This design comes from an exercise in tuning for small area on the open sky130 flow, not from production work.
No functional check of the RTL was part of this run.

**standard.sh**
```bash
#!/bin/bash
# synth_recipe.tcl (not shown) runs the flow's synth.tcl, then flattens the netlist and writes it again
# the make line also repeats each setting of config.mk as NAME=value (left out here)
make -C /OpenROAD-flow-scripts/flow DESIGN_CONFIG=/design/flow/config.mk WORK_HOME=/design/flow/orfs CLKGATE_MAP_FILE= SYNTH_SCRIPT=/design/flow/synth_recipe.tcl "${@:-finish}"
```
**design.v**
```verilog
`timescale 1ns/10ps
module rgb2ycrcb(clk, rst, r, g, b, y, cr, cb);
	input        clk;
	input        rst;
	input  [9:0] r, g, b;
	output reg [9:0] y, cr, cb;
	reg [31:0] pa;
	reg [39:0] pb;
	reg rst1, rst2;
	wire kill = rst | rst1 | rst2;
	wire x1;
	gxn ux1 (.a(r[0]), .b(g[0]), .y(x1));
	wire c2;
	assign c2 = (r[0] | ~g[0]);
	wire i3;
	assign i3 = ~g[1];
	wire s4;
	wire c5;
	fa us4 (.a(r[1]), .b(i3), .c(c2), .s(s4), .co(c5));
	wire i6;
	assign i6 = ~g[2];
	wire s7;
	wire c8;
	fa us7 (.a(r[2]), .b(i6), .c(c5), .s(s7), .co(c8));
	wire i9;
	assign i9 = ~g[3];
	wire s10;
	wire c11;
	fa us10 (.a(r[3]), .b(i9), .c(c8), .s(s10), .co(c11));
	wire i12;
	assign i12 = ~g[4];
	wire s13;
	wire c14;
	fa us13 (.a(r[4]), .b(i12), .c(c11), .s(s13), .co(c14));
	wire i15;
	assign i15 = ~g[5];
	wire s16;
	wire c17;
	fa us16 (.a(r[5]), .b(i15), .c(c14), .s(s16), .co(c17));
	wire i18;
	assign i18 = ~g[6];
	wire s19;
	wire c20;
	fa us19 (.a(r[6]), .b(i18), .c(c17), .s(s19), .co(c20));
	wire i21;
	assign i21 = ~g[7];
	wire s22;
	wire c23;
	fa us22 (.a(r[7]), .b(i21), .c(c20), .s(s22), .co(c23));
	wire i24;
	assign i24 = ~g[8];
	wire s25;
	wire c26;
	fa us25 (.a(r[8]), .b(i24), .c(c23), .s(s25), .co(c26));
	wire i27;
	assign i27 = ~g[9];
	wire s28;
	wire c29;
	fa us28 (.a(r[9]), .b(i27), .c(c26), .s(s28), .co(c29));
	wire x30;
	gxn ux30 (.a(b[0]), .b(g[0]), .y(x30));
	wire c31;
	assign c31 = (b[0] & ~g[0]);
	wire s32;
	wire c33;
	fa us32 (.a(b[1]), .b(i3), .c(c31), .s(s32), .co(c33));
	wire s34;
	wire c35;
	fa us34 (.a(b[2]), .b(i6), .c(c33), .s(s34), .co(c35));
	wire s36;
	wire c37;
	fa us36 (.a(b[3]), .b(i9), .c(c35), .s(s36), .co(c37));
	wire s38;
	wire c39;
	fa us38 (.a(b[4]), .b(i12), .c(c37), .s(s38), .co(c39));
	wire s40;
	wire c41;
	fa us40 (.a(b[5]), .b(i15), .c(c39), .s(s40), .co(c41));
	wire s42;
	wire c43;
	fa us42 (.a(b[6]), .b(i18), .c(c41), .s(s42), .co(c43));
	wire s44;
	wire c45;
	fa us44 (.a(b[7]), .b(i21), .c(c43), .s(s44), .co(c45));
	wire s46;
	wire c47;
	fa us46 (.a(b[8]), .b(i24), .c(c45), .s(s46), .co(c47));
	wire s48;
	wire c49;
	fa us48 (.a(b[9]), .b(i27), .c(c47), .s(s48), .co(c49));
	wire x50;
	gxn ux50 (.a(pa[11]), .b(pa[10]), .y(x50));
	wire c51;
	assign c51 = (pa[11] & ~pa[10]);
	wire s52;
	wire c53;
	fa us52 (.a(pa[12]), .b(pa[11]), .c(c51), .s(s52), .co(c53));
	wire s54;
	wire c55;
	fa us54 (.a(pa[13]), .b(pa[12]), .c(c53), .s(s54), .co(c55));
	wire s56;
	wire c57;
	fa us56 (.a(pa[14]), .b(pa[13]), .c(c55), .s(s56), .co(c57));
	wire s58;
	wire c59;
	fa us58 (.a(pa[15]), .b(pa[14]), .c(c57), .s(s58), .co(c59));
	wire s60;
	wire c61;
	fa us60 (.a(pa[16]), .b(pa[15]), .c(c59), .s(s60), .co(c61));
	wire s62;
	wire c63;
	fa us62 (.a(pa[17]), .b(pa[16]), .c(c61), .s(s62), .co(c63));
	wire s64;
	wire c65;
	fa us64 (.a(pa[18]), .b(pa[17]), .c(c63), .s(s64), .co(c65));
	wire s66;
	wire c67;
	fa us66 (.a(pa[19]), .b(pa[18]), .c(c65), .s(s66), .co(c67));
	wire s68;
	wire c69;
	fa us68 (.a(pa[20]), .b(pa[19]), .c(c67), .s(s68), .co(c69));
	wire x70;
	gx2 ux70 (.a(pa[20]), .b(c69), .y(x70));
	wire c71;
	assign c71 = ~(pa[20] & c69);
	wire c72;
	assign c72 = (pa[1] & pa[10]) | (pa[1] & pa[0]) | (pa[10] & pa[0]);
	wire s73;
	wire c74;
	fa us73 (.a(pa[2]), .b(pa[21]), .c(c72), .s(s73), .co(c74));
	wire c75;
	assign c75 = ~(pa[11] & ~s73);
	wire s76;
	wire c77;
	fa us76 (.a(pa[3]), .b(pa[21]), .c(pa[22]), .s(s76), .co(c77));
	wire i78;
	assign i78 = ~pa[12];
	wire s79;
	wire c80;
	fa us79 (.a(i78), .b(s76), .c(c74), .s(s79), .co(c80));
	wire c81;
	assign c81 = (~c75 & ~s79);
	wire s82;
	wire c83;
	fa us82 (.a(pa[4]), .b(pa[10]), .c(pa[22]), .s(s82), .co(c83));
	wire s84;
	wire c85;
	fa us84 (.a(pa[23]), .b(c77), .c(s82), .s(s84), .co(c85));
	wire i86;
	assign i86 = ~pa[13];
	wire s87;
	wire c88;
	fa us87 (.a(i86), .b(s84), .c(c80), .s(s87), .co(c88));
	wire c89;
	assign c89 = ~(c81 & ~s87);
	wire s90;
	wire c91;
	fa us90 (.a(pa[5]), .b(pa[23]), .c(pa[24]), .s(s90), .co(c91));
	wire i92;
	assign i92 = ~c83;
	wire s93;
	wire c94;
	fa us93 (.a(pa[14]), .b(x50), .c(i92), .s(s93), .co(c94));
	wire i95;
	assign i95 = ~s93;
	wire s96;
	wire c97;
	fa us96 (.a(s90), .b(c85), .c(i95), .s(s96), .co(c97));
	wire c98;
	assign c98 = (s96 & c88) | (s96 & c89) | (c88 & c89);
	wire s99;
	wire c100;
	fa us99 (.a(pa[6]), .b(pa[24]), .c(pa[25]), .s(s99), .co(c100));
	wire s101;
	wire c102;
	fa us101 (.a(pa[15]), .b(s52), .c(c94), .s(s101), .co(c102));
	wire s103;
	wire c104;
	fa us103 (.a(c91), .b(s99), .c(c97), .s(s103), .co(c104));
	wire i105;
	assign i105 = ~s101;
	wire c106;
	assign c106 = (i105 & s103) | (i105 & c98) | (s103 & c98);
	wire x107;
	gx2 ux107 (.a(pa[7]), .b(pa[25]), .y(x107));
	wire c108;
	assign c108 = (~pa[7] | ~pa[25]);
	wire s109;
	wire c110;
	fa us109 (.a(pa[26]), .b(x107), .c(c100), .s(s109), .co(c110));
	wire s111;
	wire c112;
	fa us111 (.a(pa[16]), .b(pa[21]), .c(s54), .s(s111), .co(c112));
	wire i113;
	assign i113 = ~s109;
	wire s114;
	wire c115;
	fa us114 (.a(i113), .b(c102), .c(s111), .s(s114), .co(c115));
	wire i116;
	assign i116 = ~s114;
	wire c117;
	assign c117 = (c104 & i116) | (c104 & c106) | (i116 & c106);
	wire s118;
	wire c119;
	fa us118 (.a(pa[8]), .b(pa[10]), .c(pa[26]), .s(s118), .co(c119));
	wire s120;
	wire c121;
	fa us120 (.a(pa[17]), .b(pa[22]), .c(c108), .s(s120), .co(c121));
	wire s122;
	wire c123;
	fa us122 (.a(pa[27]), .b(s118), .c(c110), .s(s122), .co(c123));
	wire s124;
	wire c125;
	fa us124 (.a(s120), .b(s56), .c(c112), .s(s124), .co(c125));
	wire i126;
	assign i126 = ~s122;
	wire s127;
	wire c128;
	fa us127 (.a(i126), .b(c115), .c(s124), .s(s127), .co(c128));
	wire c129;
	assign c129 = (s127 & ~c117);
	wire s130;
	wire c131;
	fa us130 (.a(pa[9]), .b(pa[27]), .c(pa[28]), .s(s130), .co(c131));
	wire s132;
	wire c133;
	fa us132 (.a(pa[11]), .b(pa[18]), .c(pa[23]), .s(s132), .co(c133));
	wire i134;
	assign i134 = ~s132;
	wire s135;
	wire c136;
	fa us135 (.a(c119), .b(s130), .c(i134), .s(s135), .co(c136));
	wire i137;
	assign i137 = ~s135;
	wire i138;
	assign i138 = ~c123;
	wire s139;
	wire c140;
	fa us139 (.a(c121), .b(i137), .c(i138), .s(s139), .co(c140));
	wire s141;
	wire c142;
	fa us141 (.a(s139), .b(s58), .c(c125), .s(s141), .co(c142));
	wire c143;
	assign c143 = (c128 & s141) | (c128 & c129) | (s141 & c129);
	wire x144;
	gx2 ux144 (.a(pa[0]), .b(pa[12]), .y(x144));
	wire c145;
	assign c145 = ~(pa[0] | pa[12]);
	wire s146;
	wire c147;
	fa us146 (.a(pa[28]), .b(pa[29]), .c(x144), .s(s146), .co(c147));
	wire s148;
	wire c149;
	fa us148 (.a(pa[19]), .b(pa[24]), .c(c133), .s(s148), .co(c149));
	wire s150;
	wire c151;
	fa us150 (.a(c131), .b(s146), .c(c136), .s(s150), .co(c151));
	wire i152;
	assign i152 = ~s150;
	wire s153;
	wire c154;
	fa us153 (.a(s148), .b(i152), .c(c140), .s(s153), .co(c154));
	wire s155;
	wire c156;
	fa us155 (.a(s153), .b(s60), .c(c142), .s(s155), .co(c156));
	wire x157;
	gxn ux157 (.a(s155), .b(c143), .y(x157));
	wire c158;
	assign c158 = ~(s155 & c143);
	wire s159;
	wire c160;
	fa us159 (.a(pa[1]), .b(pa[13]), .c(pa[20]), .s(s159), .co(c160));
	wire s161;
	wire c162;
	fa us161 (.a(pa[29]), .b(pa[30]), .c(c145), .s(s161), .co(c162));
	wire s163;
	wire c164;
	fa us163 (.a(pa[25]), .b(s159), .c(c149), .s(s163), .co(c164));
	wire s165;
	wire c166;
	fa us165 (.a(s161), .b(c147), .c(c151), .s(s165), .co(c166));
	wire i167;
	assign i167 = ~s165;
	wire s168;
	wire c169;
	fa us168 (.a(s163), .b(i167), .c(c154), .s(s168), .co(c169));
	wire s170;
	wire c171;
	fa us170 (.a(s168), .b(s62), .c(c156), .s(s170), .co(c171));
	wire x172;
	gx2 ux172 (.a(s170), .b(c158), .y(x172));
	wire c173;
	assign c173 = (s170 & ~c158);
	wire s174;
	wire c175;
	fa us174 (.a(pa[2]), .b(pa[14]), .c(pa[26]), .s(s174), .co(c175));
	wire s176;
	wire c177;
	fa us176 (.a(pa[30]), .b(pa[31]), .c(c162), .s(s176), .co(c177));
	wire s178;
	wire c179;
	fa us178 (.a(c160), .b(s174), .c(c164), .s(s178), .co(c179));
	wire i180;
	assign i180 = ~s176;
	wire i181;
	assign i181 = ~c166;
	wire s182;
	wire c183;
	fa us182 (.a(i180), .b(s178), .c(i181), .s(s182), .co(c183));
	wire s184;
	wire c185;
	fa us184 (.a(s182), .b(s64), .c(c171), .s(s184), .co(c185));
	wire s186;
	wire c187;
	fa us186 (.a(c169), .b(s184), .c(c173), .s(s186), .co(c187));
	wire s188;
	wire c189;
	fa us188 (.a(pa[3]), .b(pa[15]), .c(pa[27]), .s(s188), .co(c189));
	wire i190;
	assign i190 = ~pa[31];
	wire s191;
	wire c192;
	fa us191 (.a(i190), .b(c175), .c(s188), .s(s191), .co(c192));
	wire i193;
	assign i193 = ~c177;
	wire s194;
	wire c195;
	fa us194 (.a(i193), .b(s191), .c(c179), .s(s194), .co(c195));
	wire s196;
	wire c197;
	fa us196 (.a(s194), .b(s66), .c(c185), .s(s196), .co(c197));
	wire s198;
	wire c199;
	fa us198 (.a(c183), .b(s196), .c(c187), .s(s198), .co(c199));
	wire s200;
	wire c201;
	fa us200 (.a(pa[4]), .b(c189), .c(c192), .s(s200), .co(c201));
	wire s202;
	wire c203;
	fa us202 (.a(s200), .b(c195), .c(c197), .s(s202), .co(c203));
	wire s204;
	wire c205;
	fa us204 (.a(pa[5]), .b(c201), .c(c203), .s(s204), .co(c205));
	wire s206;
	wire c207;
	fa us206 (.a(pb[0]), .b(pb[1]), .c(pb[2]), .s(s206), .co(c207));
	wire s208;
	wire c209;
	fa us208 (.a(pb[3]), .b(pb[4]), .c(s206), .s(s208), .co(c209));
	wire s210;
	wire c211;
	fa us210 (.a(pb[5]), .b(pb[6]), .c(pb[7]), .s(s210), .co(c211));
	wire s212;
	wire c213;
	fa us212 (.a(pb[8]), .b(c207), .c(s210), .s(s212), .co(c213));
	wire x214;
	gxn ux214 (.a(c209), .b(s212), .y(x214));
	wire c215;
	assign c215 = ~(c209 & s212);
	wire x216;
	gx2 ux216 (.a(pb[9]), .b(pb[10]), .y(x216));
	wire c217;
	assign c217 = ~(pb[9] | pb[10]);
	wire s218;
	wire c219;
	fa us218 (.a(pb[12]), .b(pb[13]), .c(c211), .s(s218), .co(c219));
	wire s220;
	wire c221;
	fa us220 (.a(pb[11]), .b(x216), .c(c215), .s(s220), .co(c221));
	wire i222;
	assign i222 = ~s220;
	wire s223;
	wire c224;
	fa us223 (.a(s218), .b(c213), .c(i222), .s(s223), .co(c224));
	wire s225;
	wire c226;
	fa us225 (.a(pb[14]), .b(pb[15]), .c(pb[16]), .s(s225), .co(c226));
	wire s227;
	wire c228;
	fa us227 (.a(s225), .b(c219), .c(c224), .s(s227), .co(c228));
	wire i229;
	assign i229 = ~s227;
	wire s230;
	wire c231;
	fa us230 (.a(c217), .b(c221), .c(i229), .s(s230), .co(c231));
	wire s232;
	wire c233;
	fa us232 (.a(pb[17]), .b(pb[18]), .c(c226), .s(s232), .co(c233));
	wire i234;
	assign i234 = ~c231;
	wire s235;
	wire c236;
	fa us235 (.a(s232), .b(c228), .c(i234), .s(s235), .co(c236));
	wire x237;
	gx2 ux237 (.a(pb[19]), .b(c233), .y(x237));
	wire x238;
	gx2 ux238 (.a(x237), .b(c236), .y(x238));
	wire c239;
	assign c239 = (pa[21] | pa[22]);
	wire c240;
	assign c240 = (pa[22] & pa[23]) | (pa[22] & c239) | (pa[23] & c239);
	wire c241;
	assign c241 = (pa[23] & pa[24]) | (pa[23] & c240) | (pa[24] & c240);
	wire x242;
	gxn ux242 (.a(pa[21]), .b(pa[24]), .y(x242));
	wire c243;
	assign c243 = (pa[21] | pa[24]);
	wire c244;
	assign c244 = (pa[25] & x242) | (pa[25] & c241) | (x242 & c241);
	wire s245;
	wire c246;
	fa us245 (.a(pa[22]), .b(pa[25]), .c(pa[26]), .s(s245), .co(c246));
	wire c247;
	assign c247 = (c243 & s245) | (c243 & c244) | (s245 & c244);
	wire x248;
	gxn ux248 (.a(pa[21]), .b(pa[23]), .y(x248));
	wire c249;
	assign c249 = (pa[21] | pa[23]);
	wire s250;
	wire c251;
	fa us250 (.a(pa[26]), .b(pa[27]), .c(c246), .s(s250), .co(c251));
	wire c252;
	assign c252 = (x248 & s250) | (x248 & c247) | (s250 & c247);
	wire s253;
	wire c254;
	fa us253 (.a(pa[22]), .b(pa[24]), .c(pa[27]), .s(s253), .co(c254));
	wire s255;
	wire c256;
	fa us255 (.a(pa[28]), .b(s253), .c(c251), .s(s255), .co(c256));
	wire c257;
	assign c257 = (c249 & s255) | (c249 & c252) | (s255 & c252);
	wire s258;
	wire c259;
	fa us258 (.a(pa[23]), .b(pa[25]), .c(pa[28]), .s(s258), .co(c259));
	wire s260;
	wire c261;
	fa us260 (.a(pa[29]), .b(c254), .c(s258), .s(s260), .co(c261));
	wire c262;
	assign c262 = (s260 & c256) | (s260 & c257) | (c256 & c257);
	wire x263;
	gxn ux263 (.a(pa[10]), .b(pa[24]), .y(x263));
	wire c264;
	assign c264 = ~(pa[10] | pa[24]);
	wire s265;
	wire c266;
	fa us265 (.a(pa[26]), .b(pa[29]), .c(pa[30]), .s(s265), .co(c266));
	wire s267;
	wire c268;
	fa us267 (.a(c259), .b(s265), .c(c261), .s(s267), .co(c268));
	wire c269;
	assign c269 = (x263 & s267) | (x263 & c262) | (s267 & c262);
	wire x270;
	gx2 ux270 (.a(pa[25]), .b(pa[27]), .y(x270));
	wire c271;
	assign c271 = ~(pa[25] | pa[27]);
	wire s272;
	wire c273;
	fa us272 (.a(pa[11]), .b(c264), .c(x270), .s(s272), .co(c273));
	wire s274;
	wire c275;
	fa us274 (.a(pa[30]), .b(pa[31]), .c(c266), .s(s274), .co(c275));
	wire i276;
	assign i276 = ~s272;
	wire s277;
	wire c278;
	fa us277 (.a(i276), .b(s274), .c(c268), .s(s277), .co(c278));
	wire s279;
	wire c280;
	ha us279 (.a(s277), .b(c269), .s(s279), .co(c280));
	wire s281;
	wire c282;
	fa us281 (.a(pa[12]), .b(c271), .c(c273), .s(s281), .co(c282));
	wire i283;
	assign i283 = ~s281;
	wire s284;
	wire c285;
	fa us284 (.a(c275), .b(i283), .c(c278), .s(s284), .co(c285));
	wire s286;
	wire c287;
	fa us286 (.a(pb[24]), .b(pb[2]), .c(pb[16]), .s(s286), .co(c287));
	wire s288;
	wire c289;
	fa us288 (.a(pb[25]), .b(pb[26]), .c(s286), .s(s288), .co(c289));
	wire x290;
	gxn ux290 (.a(pb[27]), .b(pb[29]), .y(x290));
	wire c291;
	assign c291 = (~pb[27] | ~pb[29]);
	wire s292;
	wire c293;
	fa us292 (.a(pb[28]), .b(pb[7]), .c(pb[30]), .s(s292), .co(c293));
	wire s294;
	wire c295;
	fa us294 (.a(c287), .b(s292), .c(c289), .s(s294), .co(c295));
	wire x296;
	gx2 ux296 (.a(x290), .b(s294), .y(x296));
	wire c297;
	assign c297 = ~(x290 & s294);
	wire x298;
	gx2 ux298 (.a(pb[2]), .b(pb[12]), .y(x298));
	wire c299;
	assign c299 = ~(pb[2] | pb[12]);
	wire s300;
	wire c301;
	fa us300 (.a(c291), .b(c293), .c(c295), .s(s300), .co(c301));
	wire s302;
	wire c303;
	fa us302 (.a(pb[31]), .b(x298), .c(c297), .s(s302), .co(c303));
	wire x304;
	gxn ux304 (.a(s300), .b(s302), .y(x304));
	wire c305;
	assign c305 = (s300 & ~s302);
	wire s306;
	wire c307;
	fa us306 (.a(pb[7]), .b(pb[16]), .c(c301), .s(s306), .co(c307));
	wire s308;
	wire c309;
	fa us308 (.a(pb[32]), .b(c299), .c(c303), .s(s308), .co(c309));
	wire i310;
	assign i310 = ~s308;
	wire s311;
	wire c312;
	fa us311 (.a(s306), .b(c305), .c(i310), .s(s311), .co(c312));
	wire x313;
	gx2 ux313 (.a(pb[12]), .b(c307), .y(x313));
	wire c314;
	assign c314 = ~(pb[12] | c307);
	wire s315;
	wire c316;
	fa us315 (.a(pb[0]), .b(x313), .c(c309), .s(s315), .co(c316));
	wire x317;
	gxn ux317 (.a(s315), .b(c312), .y(x317));
	wire c318;
	assign c318 = (~s315 & c312);
	wire s319;
	wire c320;
	fa us319 (.a(pb[5]), .b(c314), .c(c316), .s(s319), .co(c320));
	wire i321;
	assign i321 = ~s319;
	wire s322;
	wire c323;
	fa us322 (.a(pb[16]), .b(c318), .c(i321), .s(s322), .co(c323));
	wire x324;
	gxn ux324 (.a(pb[10]), .b(c320), .y(x324));
	wire c325;
	assign c325 = (~pb[10] | ~c320);
	wire s326;
	wire c327;
	ha us326 (.a(x324), .b(c323), .s(s326), .co(c327));
	wire x328;
	gx2 ux328 (.a(c325), .b(c327), .y(x328));
	wire c329;
	assign c329 = ~(c325 | c327);
	wire x330;
	gx2 ux330 (.a(pb[15]), .b(x328), .y(x330));
	wire c331;
	assign c331 = (~pb[15] & ~x328);
	wire x332;
	gx2 ux332 (.a(pb[18]), .b(c329), .y(x332));
	wire x333;
	gx2 ux333 (.a(x332), .b(c331), .y(x333));
	wire c334;
	assign c334 = (~pa[10] & ~s56);
	wire i335;
	assign i335 = ~s58;
	wire c336;
	assign c336 = (x50 & c334) | (x50 & i335) | (c334 & i335);
	wire i337;
	assign i337 = ~s60;
	wire c338;
	assign c338 = (s52 & c336) | (s52 & i337) | (c336 & i337);
	wire i339;
	assign i339 = ~pa[10];
	wire s340;
	wire c341;
	fa us340 (.a(i339), .b(s54), .c(c338), .s(s340), .co(c341));
	wire c342;
	assign c342 = (~s62 & s340);
	wire s343;
	wire c344;
	fa us343 (.a(pa[11]), .b(s56), .c(c341), .s(s343), .co(c344));
	wire i345;
	assign i345 = ~s64;
	wire c346;
	assign c346 = (i345 & c342) | (i345 & s343) | (c342 & s343);
	wire i347;
	assign i347 = ~pa[21];
	wire s348;
	wire c349;
	fa us348 (.a(i347), .b(pa[12]), .c(s58), .s(s348), .co(c349));
	wire s350;
	wire c351;
	fa us350 (.a(s348), .b(c344), .c(c346), .s(s350), .co(c351));
	wire c352;
	assign c352 = (~s66 & s350);
	wire i353;
	assign i353 = ~pa[22];
	wire s354;
	wire c355;
	fa us354 (.a(i353), .b(s60), .c(c349), .s(s354), .co(c355));
	wire s356;
	wire c357;
	fa us356 (.a(s354), .b(c351), .c(c352), .s(s356), .co(c357));
	wire i358;
	assign i358 = ~pa[23];
	wire s359;
	wire c360;
	fa us359 (.a(i358), .b(s62), .c(c355), .s(s359), .co(c360));
	wire i361;
	assign i361 = ~pa[24];
	wire s362;
	wire c363;
	fa us362 (.a(i361), .b(s64), .c(c360), .s(s362), .co(c363));
	wire i364;
	assign i364 = ~pa[25];
	wire s365;
	wire c366;
	fa us365 (.a(i364), .b(s66), .c(c363), .s(s365), .co(c366));
	wire x367;
	gx2 ux367 (.a(pb[27]), .b(pb[34]), .y(x367));
	wire c368;
	assign c368 = ~(pb[27] | pb[34]);
	wire x369;
	gx2 ux369 (.a(pb[1]), .b(x367), .y(x369));
	wire c370;
	assign c370 = (~pb[1] & ~x367);
	wire x371;
	gx2 ux371 (.a(pb[31]), .b(pb[35]), .y(x371));
	wire c372;
	assign c372 = ~(pb[31] | pb[35]);
	wire s373;
	wire c374;
	fa us373 (.a(pb[6]), .b(c368), .c(x371), .s(s373), .co(c374));
	wire i375;
	assign i375 = ~s373;
	wire s376;
	wire c377;
	fa us376 (.a(pb[36]), .b(c370), .c(i375), .s(s376), .co(c377));
	wire s378;
	wire c379;
	fa us378 (.a(pb[32]), .b(pb[11]), .c(pb[37]), .s(s378), .co(c379));
	wire i380;
	assign i380 = ~s378;
	wire s381;
	wire c382;
	fa us381 (.a(c372), .b(i380), .c(c374), .s(s381), .co(c382));
	wire x383;
	gxn ux383 (.a(s381), .b(c377), .y(x383));
	wire c384;
	assign c384 = ~(~s381 & c377);
	wire x385;
	gx2 ux385 (.a(pb[0]), .b(pb[38]), .y(x385));
	wire c386;
	assign c386 = ~(pb[0] | pb[38]);
	wire i387;
	assign i387 = ~c379;
	wire s388;
	wire c389;
	fa us388 (.a(x385), .b(i387), .c(c382), .s(s388), .co(c389));
	wire x390;
	gx2 ux390 (.a(c384), .b(s388), .y(x390));
	wire c391;
	assign c391 = (~c384 & ~s388);
	wire s392;
	wire c393;
	fa us392 (.a(pb[5]), .b(pb[1]), .c(pb[39]), .s(s392), .co(c393));
	wire s394;
	wire c395;
	fa us394 (.a(pb[24]), .b(c386), .c(c389), .s(s394), .co(c395));
	wire i396;
	assign i396 = ~s394;
	wire s397;
	wire c398;
	fa us397 (.a(s392), .b(c391), .c(i396), .s(s397), .co(c398));
	wire s399;
	wire c400;
	fa us399 (.a(pb[10]), .b(pb[6]), .c(c393), .s(s399), .co(c400));
	wire i401;
	assign i401 = ~s399;
	wire s402;
	wire c403;
	fa us402 (.a(pb[28]), .b(i401), .c(c395), .s(s402), .co(c403));
	wire x404;
	gxn ux404 (.a(s402), .b(c398), .y(x404));
	wire c405;
	assign c405 = (~s402 & c398);
	wire x406;
	gx2 ux406 (.a(pb[2]), .b(pb[11]), .y(x406));
	wire c407;
	assign c407 = (~pb[2] | ~pb[11]);
	wire s408;
	wire c409;
	fa us408 (.a(pb[15]), .b(c400), .c(c405), .s(s408), .co(c409));
	wire i410;
	assign i410 = ~s408;
	wire s411;
	wire c412;
	fa us411 (.a(x406), .b(c403), .c(i410), .s(s411), .co(c412));
	wire s413;
	wire c414;
	fa us413 (.a(pb[18]), .b(c407), .c(c409), .s(s413), .co(c414));
	wire i415;
	assign i415 = ~s413;
	wire s416;
	wire c417;
	fa us416 (.a(pb[7]), .b(i415), .c(c412), .s(s416), .co(c417));
	wire x418;
	gxn ux418 (.a(pb[12]), .b(c417), .y(x418));
	wire c419;
	assign c419 = (~pb[12] | ~c417);
	wire s420;
	wire c421;
	ha us420 (.a(c414), .b(x418), .s(s420), .co(c421));
	wire x422;
	gx2 ux422 (.a(pb[16]), .b(c419), .y(x422));
	wire x423;
	gxn ux423 (.a(x422), .b(c421), .y(x423));
	wire [9:0] yn = {~x238, s235, ~s230, s223, ~x214, s208, pb[23], pb[22], ~pb[21], ~pb[20]};
	wire [9:0] crn = {~x333, ~x330, ~s326, ~s322, ~x317, ~s311, ~x304, ~x296, ~s288, ~pb[33]};
	wire [9:0] cbn = {~x423, ~s420, s416, s411, ~x404, ~s397, ~x390, ~x383, ~s376, ~x369};
	always @(posedge clk) begin
		rst1 <= rst;
		rst2 <= rst1;
		pa <= {c49, s48, s46, s44, s42, s40, s38, s36, s34, s32, x30, c29, s28, s25, s22, s19, s16, s13, s10, s7, s4, x1, g[9], g[8], g[7], g[6], g[5], g[4], g[3], g[2], g[1], g[0]};
		pb <= {c366, s365, s362, s359, c357, s356, s279, pa[15], pa[14], c285, c282, pa[27], pa[13], s284, c280, pa[26], s198, s186, x172, x157, pa[9], pa[20], pa[8], pa[31], pa[19], pa[7], c205, pa[30], c71, pa[18], pa[6], s204, pa[29], x70, pa[17], s202, c199, pa[28], s68, pa[16]};
		y  <= yn & {10{~kill}};
		cr <= {1'b0, crn[8:0] & {9{~(kill | crn[9])}}};
		cb <= {1'b0, cbn[8:0] & {9{~(kill | cbn[9])}}};
	end
endmodule
module fa(a, b, c, s, co);
	input a, b, c;
	output s, co;
	assign s = a ^ b ^ c;
	assign co = (a & b) | (a & c) | (b & c);
endmodule
module ha(a, b, s, co);
	input a, b;
	output s, co;
	assign s = a ^ b;
	assign co = a & b;
endmodule
module gx2(a, b, y);
	input a, b;
	output y;
	assign y = a ^ b;
endmodule
module gxn(a, b, y);
	input a, b;
	output y;
	assign y = ~(a ^ b);
endmodule
```
**constraint.sdc**
```tcl
create_clock -name core_clock -period 6.0 [get_ports {clk}]
set_input_delay 1.2000 -clock core_clock [delete_from_list [all_inputs] [get_ports {clk}]]
set_output_delay 1.2000 -clock core_clock [all_outputs]
set_load 0.01 [all_outputs]
```
**config.mk**
```make
export PLATFORM = sky130hd
export DESIGN_NAME = rgb2ycrcb
export DESIGN_NICKNAME = rgb2ycrcb
export VERILOG_FILES = /design/flow/design.v
export SDC_FILE = /design/flow/constraint.sdc
export NUM_CORES = 4
export LEC_CHECK = 0
export CAP_MARGIN = 20
export CORE_MARGIN = 2
export CORE_UTILIZATION = 75
export GPL_TIMING_DRIVEN = 0
export SLEW_MARGIN = 20
export SYNTH_HIERARCHICAL = 1
export SYNTH_MINIMUM_KEEP_SIZE = 0
```
**flow/run.sh**
```bash
#!/bin/bash
# Standard ORFS layout with two changes: small port buffers, and a clock tree of small
# buffers without dummy loads.
set -euo pipefail
bash standard.sh \
  "BUFFER_PORTS_ARGS=-buffer_cell sky130_fd_sc_hd__buf_1" \
  "CTS_ARGS=-sink_clustering_enable -repair_clock_nets -buf_list sky130_fd_sc_hd__clkbuf_8 -dont_use_dummy_load" \
  finish > make_finish.log 2>&1
```
==> out/qor.tcl <==
set qor(yosysSeqAreaShare_pct) 34.8
set qor(holdCritPathClass) {register to register}
set qor(critical-path-max-stage-delay_ps) 670
set qor(postSynthRegisterBits) 102
set qor(critPathCaptureType) {register}
set qor(setup-tns-final_ps) 0
set qor(r2r_cells) 14
set qor(grt_setup_unrepaired) {no}
set qor(buffer_ports.inserted) 59
set qor(post_synth.cell_area_avg_um2) 13.6
set qor(timing.setup.critical_path_class) {register to register}
set qor(route.antenna.remaining_nets) 0
set qor(setup_slack_ps) 240
set qor(number_of_global_route_vias_before_repair) 3805
set qor(gp_congestion) 0.888
set qor(floorplan.initialDensity_pct) 76.8
set qor(postLayoutCellArea_um2) 6350
set qor(syn_to_final_growth_pct) 8.11
set qor(setup_violations) 0
set qor(post_place_instance_area_um2) 6230
set qor(cts.reportedPaths.clkPinSlew_ps) 90
set qor(detail_route.wirelength.met1_um) 4320
set qor(post_cts_resize_count) 0
set qor(worst_path_arrival_ps) 5990
set qor(ys_dominant_reg_cell) {sky130_fd_sc_hd__dfxtp_1}
set qor(die_area_um2) 8560
set qor(met2_length_um) 5630
set qor(n_antenna_cell) 0
set qor(timing.critical_path.slowest_stage_cell) {sky130_fd_sc_hd__dfxtp_1}
set qor(drtIter0Drc) 152
set qor(drt_pre_antenna_iters) 4
set qor(yosys_warnings) 7
set qor(route.met3.wl_um) 645
set qor(min_period_ps) 5760
set qor(required_ps) 6230
set qor(holdPathStages) 0
set qor(core-area_um2) 7650
set qor(gr-total-overflow) 0
set qor(setup.reg_to_reg.worst_slack_ps) 240
set qor(run_status) {finished clean}
set qor(numCtsBuffers) 9
set qor(cap_viol_max_count) 0
set qor(chipWidth_um) 92.5
set qor(critical_path.top_delay_family) {adder cells}
set qor(relSlewSlack_pct) 36.5
set qor(timing.critical_path.from_type) {register}
set qor(post-route-drc-count) 0
set qor(critical_path_depth) 14
set qor(crit_chain) {nor2b_1 > fa_1 > fa_1 > fa_1 > fa_1 > fa_1 > inv_1 > maj3_1 > fa_1 > fa_1 > maj3_1 > fa_1 > nor2b_1 > fa_1}
set qor(numPlacedInstances) 593
set qor(synth-edff-count) 0
set qor(antenna_found_initial) 0
set qor(layoutNonFillerInstCount) 602
set qor(proportion_of_register_bits_with_asynchronous_set_or_reset_after_synthesis_pct) 0
set qor(setup_fix_buffers_added_after_clock_tree_synthesis) 0
set qor(grt_pass1_wl_um) 18300
set qor(post-place-ws_ps) 206
set qor(crit_path_frequent_cell) {sky130_fd_sc_hd__fa_1}
set qor(worst_clock_skew_ps) 32.7
set qor(syn-cell-area_um2) 5880
set qor(i_o_pin_total) 62
set qor(cts_sinks) 102
set qor(maxUsedRoutingLayer) {met4}
set qor(place_hpwl_um) 9120
set qor(global_routing_usage_summed_across_all_routing_layers_pct) 29.4
set qor(max_slew.worst_pin.slew_ps) 945
set qor(num_rows) 32
set qor(synth.distinct_cells) 31
set qor(cts_htree_levels) 3
set qor(cts_root_buf) {sky130_fd_sc_hd__clkbuf_8}
set qor(clk_path_buf_depth) 2
set qor(highest_clock_frequency_the_design_can_meet_ghz) 0.174
set qor(mean_number_of_vias_per_cell) 5.34
set qor(grt_start_max_net_pins) 18
set qor(vias) 3214
set qor(fin_nets) 674
set qor(dieHeight_um) 92.5
set qor(post_synth_inst_count) 431
set qor(tritoncts) {done}
set qor(critical_path_buf_inv_count) 1
set qor(clk-insertion-delay-late_ps) 350
set qor(hold_violations) 0
set qor(path_max_fanout) 9
set qor(holdBufCountCts) 0
set qor(final_max_slew_viol_count) 0
set qor(routed_wirelength_um) 10900
set qor(post-route-period-util_pct) 96.0
set qor(wl_per_cell_um) 18.1
set qor(post_route_cells_drive_above_1_share_pct) 2.80
[synth_stat cells, drive strengths merged (2+ instances only)]
library cell / n / area, um2
buf: 2 / 15.0
nor2b: 7 / 43.8
a21oi: 4 / 20.0
maj3: 6 / 62.6
xor2: 22 / 193
ha: 3 / 37.5
and2: 6 / 37.5
a21o: 2 / 15.0
nand2: 12 / 45.0
and3: 2 / 12.5
nand2b: 2 / 12.5
xnor2: 16 / 140
o21ai: 8 / 40.0
inv: 51 / 191
dfxtp: 102 / 2040
fa: 137 / 2740
nor2: 38 / 145
[per-layer routing]
metal	global-route usage, %	vias to the layer above
li1	-	1429
met1	37.3	1621
met2	51.3	137
met3	5.37	27
met4	11.1	0
met5	0	-
[per-stage QoR]
step / hold slack [ps] / utilization [%]
detailed placement: 363 / 81.4
global route: 385 / 83.1
finish: 376 / 83.1
floorplan: 346 / -
CTS: 378 / 83.1
global placement: 353 / 81.4
[modules after synthesis, one instance, submodules excluded]
module,flops+latches,cells,times used,cell area [um2]
rgb2ycrcb,102,253,1,2760
fa,0,1,137,20.0
ha,0,1,3,12.5
gx2,0,1,22,8.76
gxn,0,1,16,8.76
[sequential cells by signal (all words and copies together), names as in the netlist]
signal / flops
rst1: 1
pb: 40
cr: 9
cb: 9
pa: 32
rst2: 1
y: 10
[placed cells by master (no fill, tap or decap), types with 2 or more instances in the layout]
| cell | instances |
|---|---|
| sky130_fd_sc_hd__nor2_1 | 37 |
| sky130_fd_sc_hd__and2_1 | 6 |
| sky130_fd_sc_hd__ha_1 | 3 |
| sky130_fd_sc_hd__a21oi_1 | 4 |
| sky130_fd_sc_hd__o21ai_0 | 6 |
| sky130_fd_sc_hd__clkbuf_8 | 9 |
| sky130_fd_sc_hd__nor2b_1 | 7 |
| sky130_fd_sc_hd__dfxtp_1 | 102 |
| sky130_fd_sc_hd__a21o_1 | 2 |
| sky130_fd_sc_hd__inv_1 | 51 |
| sky130_fd_sc_hd__buf_4 | 2 |
| sky130_fd_sc_hd__xor2_1 | 22 |
| sky130_fd_sc_hd__nand2_1 | 12 |
| sky130_fd_sc_hd__buf_1 | 59 |
| sky130_fd_sc_hd__conb_1 | 2 |
| sky130_fd_sc_hd__maj3_2 | 2 |
| sky130_fd_sc_hd__xnor2_1 | 16 |
| sky130_fd_sc_hd__o21ai_1 | 2 |
| sky130_fd_sc_hd__and3_1 | 2 |
| sky130_fd_sc_hd__maj3_1 | 4 |
| sky130_fd_sc_hd__fa_1 | 137 |
| sky130_fd_sc_hd__nand2b_1 | 2 |
[worst paths after layout]
kind,startpoint,to
hold reg to reg,rst1$_DFF_P_,rst2$_DFF_P_
setup reg to reg,pa[10]$_DFF_P_,pb[34]$_DFF_P_
hold / removal,rst1$_DFF_P_,rst2$_DFF_P_
setup / recovery,pa[10]$_DFF_P_,pb[34]$_DFF_P_
[cell families after synthesis]
logic type / count (synthesis) / synth area share, %
DFF: 102 / 34.8
other: 1 / 0.0638
and+or+nand+nor: 71 / 5.49
AOI/OAI and AO/OA: 20 / 2.13
adders and majority gates: 146 / 48.4
buffers and inverters: 53 / 3.51
xor gates and xnor gates: 38 / 5.66
[layout make-up]
cell class | count | area (um2)
Clock buffer | 9 | 124
Multi-Input combinational cell | 277 | 3630
Fill cell | 427 | 1290
Sequential cell | 102 | 2040
Buffer | 2 | 15.0
Timing Repair Buffer | 59 | 221
Inverter | 51 | 191
Tap cell | 102 | 128

## what the ideal ports hide
In the flow no input, the clock included, has a driving cell. The finished layout below was timed again as built, in two steps.
Step 1: set_driving_cell puts a clkbuf_16 on clk and a buf_2 on each other input, an assumption about the parent block.
Step 2 also shifts input and output timing later by t, the mid clock arrival at the registers, as if the neighbouring blocks saw the same clock.
a / b / c = ideal / step 1 / step 2; a / b = the first two.
shift t [ns]: 0.363
setup slack, ns: 0.240 / 0.240 / 0.240
worst setup path at the end: register to register
worst register clock-pin slew, ns: 0.10 / 0.10
pins driven straight from the clock port: 1
After both steps this run still meets setup and hold. For this run, drivers alone change the setup slack by 0.000 ns; drivers and shift together by 0.000 ns.
